What follows belongs to an exercise in optimizing a design on an open flow for small area and a short achievable clock period; a production flow would make more cautious choices.
In this exercise RTL edits were held to simulation tests only and were not proved equivalent to the original.

==> flow/design.v, too long to show whole: its modules and the start of the top module <==
// module mult: 7 lines
// module adder: 11 lines
// module adder22: 7 lines
// module mac1: 32 lines
// module acc_ctrl: 28 lines
// module acc: 26 lines
// module dist_mem_gen_0: 522 lines
// module addrConv: 12 lines
// module dataConv: 12 lines
// module saturationLogic: 17 lines
// module sigmoid: 15 lines
// module act10: 718 lines
// module mac_acc_sigmoid: 3241 lines
// module fa3: 4 lines
// module ha2n: 4 lines
// module and2m: 3 lines
// module ha2: 4 lines
module mac_acc_sigmoid(
  input clk2,
  input rst2,
  input [127:0] pixelsIn,
  input [127:0] weightsIn,
  input [7:0] b,
  output [7:0] dout);
  // ...
==> flow/run.sh <==
#!/bin/bash
# synth_recipe.tcl (not shown) runs the flow's synth.tcl, then flattens the netlist and writes it again
# the make line also repeats each setting of config.mk as NAME=value (left out here)
make -C /OpenROAD-flow-scripts/flow DESIGN_CONFIG=/design/flow/config.mk WORK_HOME=/design/flow/orfs CLKGATE_MAP_FILE= SYNTH_SCRIPT=/design/flow/synth_recipe.tcl finish
==> flow/config.mk <==
export PLATFORM = sky130hd
export DESIGN_NAME = mac_acc_sigmoid
export DESIGN_NICKNAME = mac_acc_sigmoid
export VERILOG_FILES = /design/flow/design.v
export SDC_FILE = /design/flow/constraint.sdc
export NUM_CORES = 4
export LEC_CHECK = 0
export ABC_AREA = 1
export CAP_MARGIN = 20
export CORE_MARGIN = 2
export CORE_UTILIZATION = 40
export SETUP_SLACK_MARGIN = 4.3
export SLEW_MARGIN = 20
export SYNTH_HIERARCHICAL = 1
==> flow/constraint.sdc <==
create_clock -name core_clock -period 11.5 [get_ports {clk2}]
set_input_delay 2.3000 -clock core_clock [delete_from_list [all_inputs] [get_ports {clk2}]]
set_output_delay 2.3000 -clock core_clock [all_outputs]
set_load 0.01 [all_outputs]
==> flow_metrics.tcl, run 1 <==
set metrics [dict create \
    status "complete, no violations" \
    place_inst 4335 \
    h-tree-depth 3 \
    min_path_type "reg -> reg" \
    multiInputGateArea_um2 27600 \
    grt.busiest_layer "met2" \
    cts_tree "yes" \
    netlist_instances 3273 \
    fin_skew_ns 0.02268 \
    dp_hpwl_um 119100 \
    cp.depth 12 \
    final-max-slew-violation-count 0 \
    vias_per_cell 5.598 \
    holdBufCountCts 0 \
    layout.cells.non_filler 4398 \
    worstSetupEndpointType "flip-flop" \
    fp-row-count 101 \
    diodes 1 \
    fillers 7495 \
    slew_headroom_pct 46.36 \
    tap-cell-count 1030 \
    clock_sinks 69 \
    worst_slack_ns 4.317 \
    antenna_found_initial 2 \
    globalplace.congestion 1.019 \
    wire_per_inst_um 31.22 \
    tightest_slew_ns 0.7961 \
    use_met1_pct 45.64 \
    crit_fanout 8 \
    area.sequential_um2 1383 \
    buffers 331 \
    drv_cap 0 \
]
==> run 2, diff against run 1 <==
--- a/flow/config.mk
+++ b/flow/config.mk
@@ -10,5 +10,5 @@
 export CORE_MARGIN = 2
 export CORE_UTILIZATION = 40
-export SETUP_SLACK_MARGIN = 4.3
+export SETUP_SLACK_MARGIN = 4.15
 export SLEW_MARGIN = 20
 export SYNTH_HIERARCHICAL = 1
==> run 2 against run 1 <==
Die area did not move. Sequential share of layout area is essentially flat. Worst setup slack lost 0.15 ns. Via count increased by 0.79%. Core utilization is 0.17 points higher. Maximum frequency decreased by 2.1%. Register-to-register slack is essentially flat. Non-clock buffer count fell by 2.
==> flow_metrics.tcl, run 2 <==
set metrics [dict create \
    status "complete, no violations" \
    cts_tree "yes" \
    worst_slack_ns 4.163 \
    root_buffer "clkbuf_16" \
    detail-route-antenna-nets 0 \
    arrival_ns 7.58 \
    cp_common_cell "fa_1" \
    io_buffers 273 \
    min_path_type "reg -> reg" \
    crit_path_start_kind "primary input" \
    globalplace.congestion 1.022 \
    regMostFlops "dreg" \
    fp.dieH_um 281.6 \
    cts.path.max_buffers 2 \
    dr_total_vias 24810 \
    met2WireLength_um 62930 \
    dp_hpwl_um 121100 \
    tightest_slew_ns 0.7928 \
    firstDrtPassIters 8 \
    nets 4673 \
    drt-met1-wl_um 50910 \
    crit_fanout 8 \
    final-max-slew-violation-count 0 \
    area_delta_synth_final_pct 12.41 \
    cp.depth 11 \
    syn_area_per_cell_um2 9.415 \
    r2r_cells 19 \
    holdBufCountCts 0 \
    die_area_um2 79270 \
    grt.total_usage_pct 36.26 \
    grt_pass1_vias 26980 \
    critPathKind "in -> reg" \
    h-tree-depth 3 \
    rsz0062_at_grt "yes" \
    slew_headroom_pct 47.06 \
    max_stage_delay_ns 0.70 \
    wl_um 139300 \
    tns_ns 0 \
    worstSetupEndpointType "flip-flop" \
    drive_above_1_share_pct 12.45 \
    clk_pin_slew_ns 0.09 \
    worstPathCellList "dlygate4sd2_1, nand2_1, fa_1, fa_1, fa_1, fa_1, fa_2, fa_1, fa_1, fa_1, fa_1" \
    place_inst 4338 \
    fillers 7551 \
    crit_buf_inv 1 \
    met3_length_um 15100 \
    grt_pass1_wl_um 196600 \
    fmax_mhz 136.3 \
    core_um2 76080 \
    fp-row-count 101 \
    antenna_found_initial 6 \
    clock_sinks 69 \
    die_w_um 281.6 \
    whs_path_depth 1 \
    clock_latency_ns 0.39 \
    final_cell_mix "nand2_1 (1214), fa_1 (944), inv_1 (359)" \
    layout_commonest_cell "nand2_1" \
    largest_reg_flops 8 \
    crit_required_ns 11.75 \
    setup_violations 0 \
    tritoncts.num_buffers 9 \
    start_util_pct 40.51 \
    drt_iter0_drc 2781 \
    pre_cts_ws_ns 3.096 \
    netlist_instances 3273 \
    grt-ovfl-total 0 \
    vias_per_cell 5.644 \
    top_layer_used "met5" \
    fin_crit_ns 7.337 \
    yosysWarnings 7 \
    drv_cap 0 \
    area.sequential_um2 1381 \
    fin_skew_ns 0.02768 \
    reg.largest.list "dreg (8), ph (2)" \
    drc 0 \
    finalHoldViolations 0 \
    wire_per_inst_um 31.68 \
    pin_count 274 \
    crit_family "adder cells" \
    layout.cells.non_filler 4396 \
    slowest_stage "fa_1" \
    grt_max_degree 19 \
    netlist_area_um2 30810 \
    timing.final.crit_share_pct 63.80 \
    multiInputGateArea_um2 27490 \
]
-- run 2: through the flow --
step	hold slack (ns)	area (um^2)	util (%)
after floorplan	0.4154	30930	-
after global placement	0.4354	33960	44.64
after detailed placement	0.4395	33960	44.64
after CTS	0.4614	34670	45.57
after global routing	0.4878	34640	45.53
final	0.4555	34640	45.53
-- run 2: repair_timing --
item | 4_1_cts | 5_1_grt
gates resized for setup | 564 | 326
gates cloned | 0 | 0
endpoints found under the setup margin | 35 | 25
pin swaps | 23 | 40
setup buffers | 22 | 19
-- run 2: final timing paths --
check	from	slack, ns	end
worst min-delay path	ph[0]	0.46	ph[0]
worst min register to register	ph[0]	0.46	ph[0]
worst max register to register	acc0_3	4.64	acc2_11
worst max-delay path	weightsIn[110]	4.16	acc2_12
-- run 2: per-layer routing --
layer,global-route usage (%),up-vias
met5,0,-
met4,20.51,10
met3,7.532,333
met2,56.95,1741
met1,47.00,13130
li1,-,9598
-- run 2: area by class of cell --
type	count	share of cell area [%]
clock inverters	7	0.1806
multi-input cells	2577	79.37
inverters	374	4.078
well taps	1030	3.720
clock buffers	9	0.6502
diodes	1	0.007224
repair buffers	329	8.008
flip-flops and latches	69	3.988
-- run 2: worst reg2reg max path, stage by stage (launching register included) --
cell	delay, ns
dfxtp_1	0.33
fa_1	0.53
inv_1	0.05
ha_2	0.37
nand2_1	0.10
nand3_2	0.13
nand2_1	0.06
nand2_1	0.15
nand2_1	0.09
nand3_1	0.13
nand2_4	0.19
o21ai_1	0.57
fa_1	0.55
fa_1	0.52
fa_1	0.58
fa_2	0.48
fa_1	0.62
fa_2	0.47
fa_2	0.35
fa_1	0.44
==> run 3, diff against run 2 <==
--- a/flow/config.mk
+++ b/flow/config.mk
@@ -10,5 +10,6 @@
 export CORE_MARGIN = 2
 export CORE_UTILIZATION = 40
-export SETUP_SLACK_MARGIN = 4.15
+export GPL_ROUTABILITY_DRIVEN = 0
+export SETUP_SLACK_MARGIN = 4.3
 export SLEW_MARGIN = 20
 export SYNTH_HIERARCHICAL = 1
==> run 3 against run 2 <==
Via count down 1.0%. Cell count shrank 0.32%. Critical path depth increased by 1. Cell area fell by 1.7%. Worst setup slack improved by 0.14 ns. Maximum frequency increased by 1.9%. Critical path type unchanged.
==> flow_metrics.tcl, run 3 <==
set metrics [dict create \
    firstDrtPassIters 6 \
    layout.cells.non_filler 4382 \
    grt_pass1_wl_um 187800 \
    die_w_um 281.6 \
    tightest_slew_ns 0.8430 \
    detail-route-antenna-nets 0 \
    clk_pin_slew_ns 0.08 \
    place_area_um2 33920 \
    dp_hpwl_um 114000 \
    cts.path.max_buffers 2 \
    nets 4655 \
    antenna_found_initial 9 \
    place_inst 4330 \
    syn_area_per_cell_um2 9.415 \
    holdBufCountCts 0 \
    r2r_cells 23 \
    tns_ns 0 \
    dr_total_vias 24570 \
    grt_max_degree 19 \
    tritoncts.num_buffers 9 \
    layout_commonest_cell "nand2_1" \
    worst_slack_ns 4.301 \
    arrival_ns 7.45 \
    vias_per_cell 5.606 \
    worstSetupEndpointType "flip-flop" \
    crit_required_ns 11.75 \
    pin_count 274 \
    start_util_pct 40.51 \
    pre_cts_ws_ns 3.310 \
    crit_path_start_kind "primary input" \
    drt_iter0_drc 2782 \
    h-tree-depth 3 \
    finalHoldViolations 0 \
    final_cell_mix "nand2_1 (1222), fa_1 (983), inv_1 (359)" \
    wl_um 130700 \
    rsz0062_at_grt "yes" \
    worstHoldStart "ph[0]" \
    grt-ovfl-total 0 \
    finish.utilization_pct 44.75 \
    clock_latency_ns 0.39 \
    setup_violations 0 \
    hold_ws_ns 0.4540 \
    fp.dieH_um 281.6 \
    ff2ff_setup_slack_ns 4.52 \
    whs_path_depth 1 \
    reg.largest.list "dreg (8), ph (2)" \
    status "complete, no violations" \
    drv_cap 0 \
    drt-met1-wl_um 44890 \
    area_delta_synth_final_pct 10.47 \
    grt.total_usage_pct 34.24 \
    fin_crit_ns 7.199 \
    grt_pass1_vias 27150 \
    wire_per_inst_um 29.82 \
    final-max-slew-violation-count 0 \
    root_buffer "clkbuf_16" \
    netlist_instances 3273 \
    holdPathEnd "ph[0]" \
    met3_length_um 15440 \
    drc 0 \
    crit_fanout 8 \
    reg2reg_to "acc2_13" \
    largest_reg_flops 8 \
    netlist_area_um2 30810 \
    timing.final.crit_share_pct 62.60 \
    critPathKind "in -> reg" \
    r2r-start "acc0_1" \
    io_buffers 273 \
    clock_sinks 69 \
    slew_headroom_pct 43.21 \
    met2WireLength_um 58970 \
    die_area_um2 79270 \
    fmax_mhz 138.9 \
    top_layer_used "met5" \
    fin_skew_ns 0.02022 \
    design_area_um2 34040 \
    yosysWarnings 7 \
    regMostFlops "dreg" \
    core_um2 76080 \
    drive_above_1_share_pct 12.22 \
    fp-row-count 101 \
    cts_tree "yes" \
    min_path_type "reg -> reg" \
]
run 3: worst max path at each step:
stage,from,endpoint,slack [ns]
after detailed placement,weightsIn[83],acc2_10,3.31
after global routing,acc0_1,acc2_13,4.21
after CTS,pixelsIn[123],acc2_10,4.29
after floorplan,pixelsIn[12],acc2_11,4.29
final,pixelsIn[9],acc2_10,4.30
after global placement,pixelsIn[77],acc2_11,3.34
run 3: layout make-up:
class	count	area, um^2
fillers	7579	42040
multi-input cells	2577	27410
repair buffers	311	2248
inverters	374	1415
flip-flops and latches	69	1383
well taps	1030	1289
clock buffers	9	225.2
clock inverters	7	62.56
diodes	5	12.51
run 3: what timing repair did:
| item | 4_1_cts | 5_1_grt |
|---|---|---|
| gates resized for setup | 817 | 378 |
| gates cloned | 0 | 1 |
| buffers inserted | 14 | 16 |
| pin swaps | 10 | 23 |
| setup endpoints to repair | 38 | 25 |
run 3: metal layers:
metal | GRT usage (%) | vias up
met5 | 0 | -
met4 | 23.65 | 6
met3 | 9.861 | 436
met2 | 52.91 | 1824
met1 | 41.56 | 12730
li1 | - | 9568
run 3: worst max-delay path, cell delays in order:
cell and delay (ns):
buf_2 0.22, nand2_1 0.12, fa_1 0.51, fa_1 0.61
fa_1 0.50, fa_1 0.48, fa_2 0.49, fa_2 0.37
fa_1 0.59, fa_1 0.46, fa_2 0.36, fa_1 0.43

==> afterwards: timing with drivers on the ports <==
No port has a modelled driver above. Below, the same layouts with a new extraction and two added sets of constraints.
Step 1 sets driving cells, clkbuf_16 on the clock port and buf_2 on the other inputs (assumed; they add their load-dependent delay and slew).
Step 2 adds t to the input delays and takes it off the output delays; t is the mean of the earliest and latest rising clock arrival at the registers after step 1. Input paths then give back, and output paths get back, about the clock's delay inside the block.
Slacks: no drivers / after step 1 / after step 2; pairs: no drivers / after step 1.
run | t, ns | setup slack, ns | hold WS [ns] | worst slew at a driven data input, ns
run 1 | 0.440 | 4.317 / 4.296 / 3.856 | 0.451 / 0.451 / 0.451 | 0.10
run 2 | 0.439 | 4.163 / 4.198 / 3.759 | 0.456 / 0.456 / 0.456 | 0.11
run 3 | 0.445 | 4.301 / 4.304 / 3.859 | 0.454 / 0.454 / 0.454 | 0.11
After both steps every run listed still meets setup and hold. For run 1, which loses most, drivers alone change the setup slack by -0.021 ns; drivers and shift together by -0.461 ns.
